What follows belongs to an exercise in optimizing a design on an open flow for small area, a short achievable clock period and few clock cycles; a production flow would make more cautious choices. RTL that was checked went through simulation tests only; none was proved equivalent to the original. Power and IR drop assume default switching activity.

==> inputs of run a <==
==> flow/design.v (excerpt) <==
module mips_cpu (
	input  wire        clk,
	input  wire        rst,
	output wire [31:0] imem_addr,
	input  wire [31:0] imem_data,
	output wire        dmem_ren,
	output wire        dmem_wen,
	output wire [31:0] dmem_addr,
	output wire [31:0] dmem_wdata,
	input  wire [31:0] dmem_rdata
);
Settings: LEC_CHECK=0, CAP_MARGIN=10, CORE_MARGIN=2, CORE_UTILIZATION=40, CTS_BUF_LIST=sky130_fd_sc_hd__clkbuf_8, CTS_CLUSTER_DIAMETER=50, CTS_CLUSTER_SIZE=16, SLEW_MARGIN=10; clock period 11.0 ns.
standard.sh (not shown) runs the stock make flow with config.mk's settings and CLKGATE_MAP_FILE= SYNTH_SCRIPT=/design/flow/synth_recipe.tcl, a recipe that flattens the netlist after the stock synthesis.
==> flow/flow/run.sh <==
#!/bin/bash
# The standard layout with two changes to how it is made:
# - synthesis maps logic with flow/abc_speed.script, an area-oriented ABC
#   script, in place of ORFS's abc_speed.script (a copy of ORFS's scripts
#   folder with only that file replaced);
# - timing repair aims for 7 ns of setup slack.
set -euo pipefail
here=$(pwd)
rm -rf "$here/orfs_scripts"
cp -r "$FLOW_HOME/scripts" "$here/orfs_scripts"
cp "$here/flow/abc_speed.script" "$here/orfs_scripts/abc_speed.script"
bash standard.sh SCRIPTS_DIR="$here/orfs_scripts" SETUP_SLACK_MARGIN=7 finish > standard_make.log 2>&1
==> flow/flow/abc_speed.script <==
&get -n
&st
&dch
&nf -a
&put
buffer -c
topo
stime -c
upsize -c
dnsize -c
==> run b: changes against run a <==
--- a/flow/design.v
+++ b/flow/design.v
@@ -164,16 +164,15 @@
 		(f_or  | i_ori)  ? 3'd2 :
 		(f_xor | i_xori) ? 3'd3 :
 		f_nor            ? 3'd4 :
 		(f_slt | i_slti | i_sltiu) ? 3'd5 :
 		f_sltu           ? 3'd6 :
 		(f_shift | i_lui) ? 3'd7 : 3'd0;
 	wire f_br   = (i_beq | i_bne) & (imem_data[15:0] != 16'd0);
-	wire f_same = frs == frt;
-	wire f_pred = f_br & (i_beq & f_same | ~(i_bne & f_same) & imem_data[15]);
+	wire f_pred = f_br & imem_data[15];
 	wire rs_used = r_alu | (f_shift & ffn[2]) | f_jr | (i_write & ~i_lui) | i_sw | f_br;
 	wire rt_used = r_write | f_br;
 	reg [15:0] ir;       
 	reg [31:0] x_alt;    
 	reg [31:0] ra;       
 	reg [31:0] rb;       
 	reg        x_rb;     
==> flow/flow/run.sh (replaced) <==
#!/bin/bash
# The standard layout, with timing repair aiming for 7 ns of setup slack.
set -euo pipefail
bash standard.sh SETUP_SLACK_MARGIN=7 finish > standard_make.log 2>&1
Settings changed: CAP_MARGIN 10 to 20, CTS_BUF_LIST sky130_fd_sc_hd__clkbuf_8 to not set, CTS_CLUSTER_DIAMETER 50 to not set, CTS_CLUSTER_SIZE 16 to not set, SLEW_MARGIN 10 to 20.
removed: flow/flow/abc_speed.script
==> run c: changes against run a <==
--- a/flow/design.v
+++ b/flow/design.v
@@ -164,16 +164,15 @@
 		(f_or  | i_ori)  ? 3'd2 :
 		(f_xor | i_xori) ? 3'd3 :
 		f_nor            ? 3'd4 :
 		(f_slt | i_slti | i_sltiu) ? 3'd5 :
 		f_sltu           ? 3'd6 :
 		(f_shift | i_lui) ? 3'd7 : 3'd0;
 	wire f_br   = (i_beq | i_bne) & (imem_data[15:0] != 16'd0);
-	wire f_same = frs == frt;
-	wire f_pred = f_br & (i_beq & f_same | ~(i_bne & f_same) & imem_data[15]);
+	wire f_pred = f_br & imem_data[15];
 	wire rs_used = r_alu | (f_shift & ffn[2]) | f_jr | (i_write & ~i_lui) | i_sw | f_br;
 	wire rt_used = r_write | f_br;
 	reg [15:0] ir;       
 	reg [31:0] x_alt;    
 	reg [31:0] ra;       
 	reg [31:0] rb;       
 	reg        x_rb;     
Settings changed: CAP_MARGIN 10 to 20, CTS_BUF_LIST sky130_fd_sc_hd__clkbuf_8 to not set, CTS_CLUSTER_DIAMETER 50 to not set, CTS_CLUSTER_SIZE 16 to not set, SLEW_MARGIN 10 to 20.
==> run d: changes against run a <==
--- a/flow/design.v
+++ b/flow/design.v
@@ -25,18 +25,18 @@
 	input  wire        shr,       
 	input  wire [2:0]  sel,       
 	output wire [31:0] sum,       
 	output reg  [31:0] result
 );
 	localparam SEL_SUM = 3'd0, SEL_AND = 3'd1, SEL_OR = 3'd2, SEL_XOR = 3'd3,
 	           SEL_NOR = 3'd4, SEL_SLT = 3'd5, SEL_SLTU = 3'd6, SEL_SH = 3'd7;
-	wire [33:0] s34 = {1'b0, a, 1'b1} + {1'b0, sub ? ~b : b, sub};
-	assign sum = s34[32:1];
-	wire ltu = ~s34[33];
-	wire lts = (a[31] ^ b[31]) ? a[31] : s34[32];
+	wire [32:0] s33 = {1'b0, a} + {1'b0, sub ? ~b : b} + {32'd0, sub};
+	assign sum = s33[31:0];
+	wire ltu = ~s33[32];
+	wire lts = (a[31] ^ b[31]) ? a[31] : s33[31];
 	wire [31:0] amt = shv ? a : {27'd0, sh16 ? 5'd16 : sa};
 	wire big = |amt[31:5];
 	wire [31:0] brev;
 	genvar i;
 	generate for (i = 0; i < 32; i = i + 1) begin : rev
 		assign brev[i] = b[31 - i];
 	end endgenerate
@@ -164,16 +164,15 @@
 		(f_or  | i_ori)  ? 3'd2 :
 		(f_xor | i_xori) ? 3'd3 :
 		f_nor            ? 3'd4 :
 		(f_slt | i_slti | i_sltiu) ? 3'd5 :
 		f_sltu           ? 3'd6 :
 		(f_shift | i_lui) ? 3'd7 : 3'd0;
 	wire f_br   = (i_beq | i_bne) & (imem_data[15:0] != 16'd0);
-	wire f_same = frs == frt;
-	wire f_pred = f_br & (i_beq & f_same | ~(i_bne & f_same) & imem_data[15]);
+	wire f_pred = f_br & imem_data[15];
 	wire rs_used = r_alu | (f_shift & ffn[2]) | f_jr | (i_write & ~i_lui) | i_sw | f_br;
 	wire rt_used = r_write | f_br;
 	reg [15:0] ir;       
 	reg [31:0] x_alt;    
 	reg [31:0] ra;       
 	reg [31:0] rb;       
 	reg        x_rb;     
@@ -207,16 +206,15 @@
 	assign dmem_ren   = m_lw;
 	assign dmem_wen   = m_sw;
 	assign dmem_addr  = m_val;
 	assign dmem_wdata = m_st;
 	wire stall = x_lw & x_wen &
 		((rs_used & (frs == x_waddr)) | (rt_used & (frt == x_waddr)));
 	wire [31:0] f_simm = {{16{imem_data[15]}}, imem_data[15:0]};
-	wire [32:0] f_btgt1 = {pc, 1'b1} + {f_simm, 1'b1};   
-	wire [31:0] f_btgt = f_btgt1[32:1];
+	wire [31:0] f_btgt = pc_seq + f_simm;
 	assign imem_addr = pc;
 	wire [31:0] rf_a, rf_b;
 	regFile REGFILE (
 		.clk(clk), .wreg(m_wen), .n1(frs), .n2(frt),
 		.writeReg(m_waddr), .regData(m_wd), .op1(rf_a), .op2(rf_b)
 	);
 	wire x_take = !(rst || redirect || stall);
==> flow/run.sh (new file) <==
#!/bin/bash
# synth_recipe.tcl (not shown) runs the flow's synth.tcl, then flattens the netlist and writes it again
# the make line also repeats each setting of config.mk as NAME=value (left out here)
make -C /OpenROAD-flow-scripts/flow DESIGN_CONFIG=/design/flow/config.mk WORK_HOME=/design/flow/orfs CLKGATE_MAP_FILE= SYNTH_SCRIPT=/design/flow/synth_recipe.tcl finish
Settings changed: CAP_MARGIN 10 to 20, CTS_BUF_LIST sky130_fd_sc_hd__clkbuf_8 to not set, CTS_CLUSTER_DIAMETER 50 to not set, CTS_CLUSTER_SIZE 16 to not set, SETUP_SLACK_MARGIN set to 5, SLEW_MARGIN 10 to 20.
removed: flow/flow/run.sh
removed: flow/flow/abc_speed.script
removed: flow/standard.sh
==> run notes <==
Result of the run: run b timing/DRC/antenna clean; run c timing/DRC/antenna clean; run a timing/DRC/antenna clean; run d timing/DRC/antenna clean
DRT Wirelength: run b 353,000 um; run c 272,000 um; run a 265,000 um; run d 328,000 um
Sequential portion of the cell area: run b 44.6%; run c 46.6%; run a 47.7%; run d 48.2%
Area inside the core boundary: run b 154,000 um^2; run c 148,000 um^2; run a 148,000 um^2; run d 154,000 um^2
Instance area at placement: run b 67,400 um^2; run c 64,400 um^2; run a 64,800 um^2; run d 67,000 um^2
WHS: run b 400 ps; run c 451 ps; run a 414 ps; run d 425 ps
Final non-filler cell total: run b 7,942; run c 7,268; run a 7,251; run d 7,668
Comb power: run b 0.00293 W; run c 0.00288 W; run a 0.00273 W; run d 0.00250 W
Number of standard-cell rows in the floorplan: run b 144; run c 141; run a 141; run d 144
Multi-input logic area: run b 28,700 um^2; run c 25,800 um^2; run a 25,900 um^2; run d 26,300 um^2
Fraction of standard cell area in multi-input logic: run b 36.9%; run c 34.6%; run a 35.5%; run d 36.6%
Metal3 WL: run b 58,500 um; run c 40,700 um; run a 38,200 um; run d 50,400 um
Worst hold stages: run b 0; run c 1; run a 0; run d 0
H-tree depth: run b 4; run c 4; run a 3; run d 4
Critical Path End: run b pc[14]; run c ra[14]; run a ra[17]; run d rb[6]
Met1 layer usage reported by global route: run b 48.0%; run c 43.0%; run a 42.6%; run d 47.9%
Total die area: run b 159,000 um^2; run c 152,000 um^2; run a 152,000 um^2; run d 159,000 um^2
Synth Instances: run b 5,399; run c 4,878; run a 4,901; run d 5,417
Xor and xnor area share after synthesis: run b 2.71%; run c 2.80%; run a 2.88%; run d 2.66%
Compound-gate portion of the synthesized area: run b 22.7%; run c 20.5%; run a 20.2%; run d 21.4%
Testbench counts of run a, summed over its fixed seeds: cycles 24,917.
Testbench counts of run d, summed over its fixed seeds: cycles 25,152.
Function not checked in run b and run c: the RTL went through the layout flow alone.

## port drivers added, routing unchanged
In the flow no input, the clock included, has a driving cell. The finished layouts below were timed again as built, in two steps. Step 1: set_driving_cell puts a clkbuf_16 on clk and a buf_2 on each other input, an assumption about the parent block. Step 2 moves the port delays by t, midway between the first and last clock arrival at a register: inputs arrive t later, outputs are due t later. That takes back most of the time a late clock gives input paths. Three values: ideal, step 1, step 2; two values: the first two.
| run | t, ns | setup WS [ns] | worst hold slack (ns) |
|---|---|---|---|
| run a | 0.968 | 6.767 / 6.741 / 5.774 | 0.414 / 0.414 / 0.414 |
| run b | 0.885 | 6.645 / 6.677 / 5.793 | 0.400 / 0.400 / 0.400 |
| run c | 0.847 | 6.611 / 6.464 / 5.618 | 0.451 / 0.451 / 0.451 |
| run d | 0.874 | 5.056 / 5.085 / 4.211 | 0.425 / 0.425 / 0.425 |
After both steps every run listed still meets setup and hold.
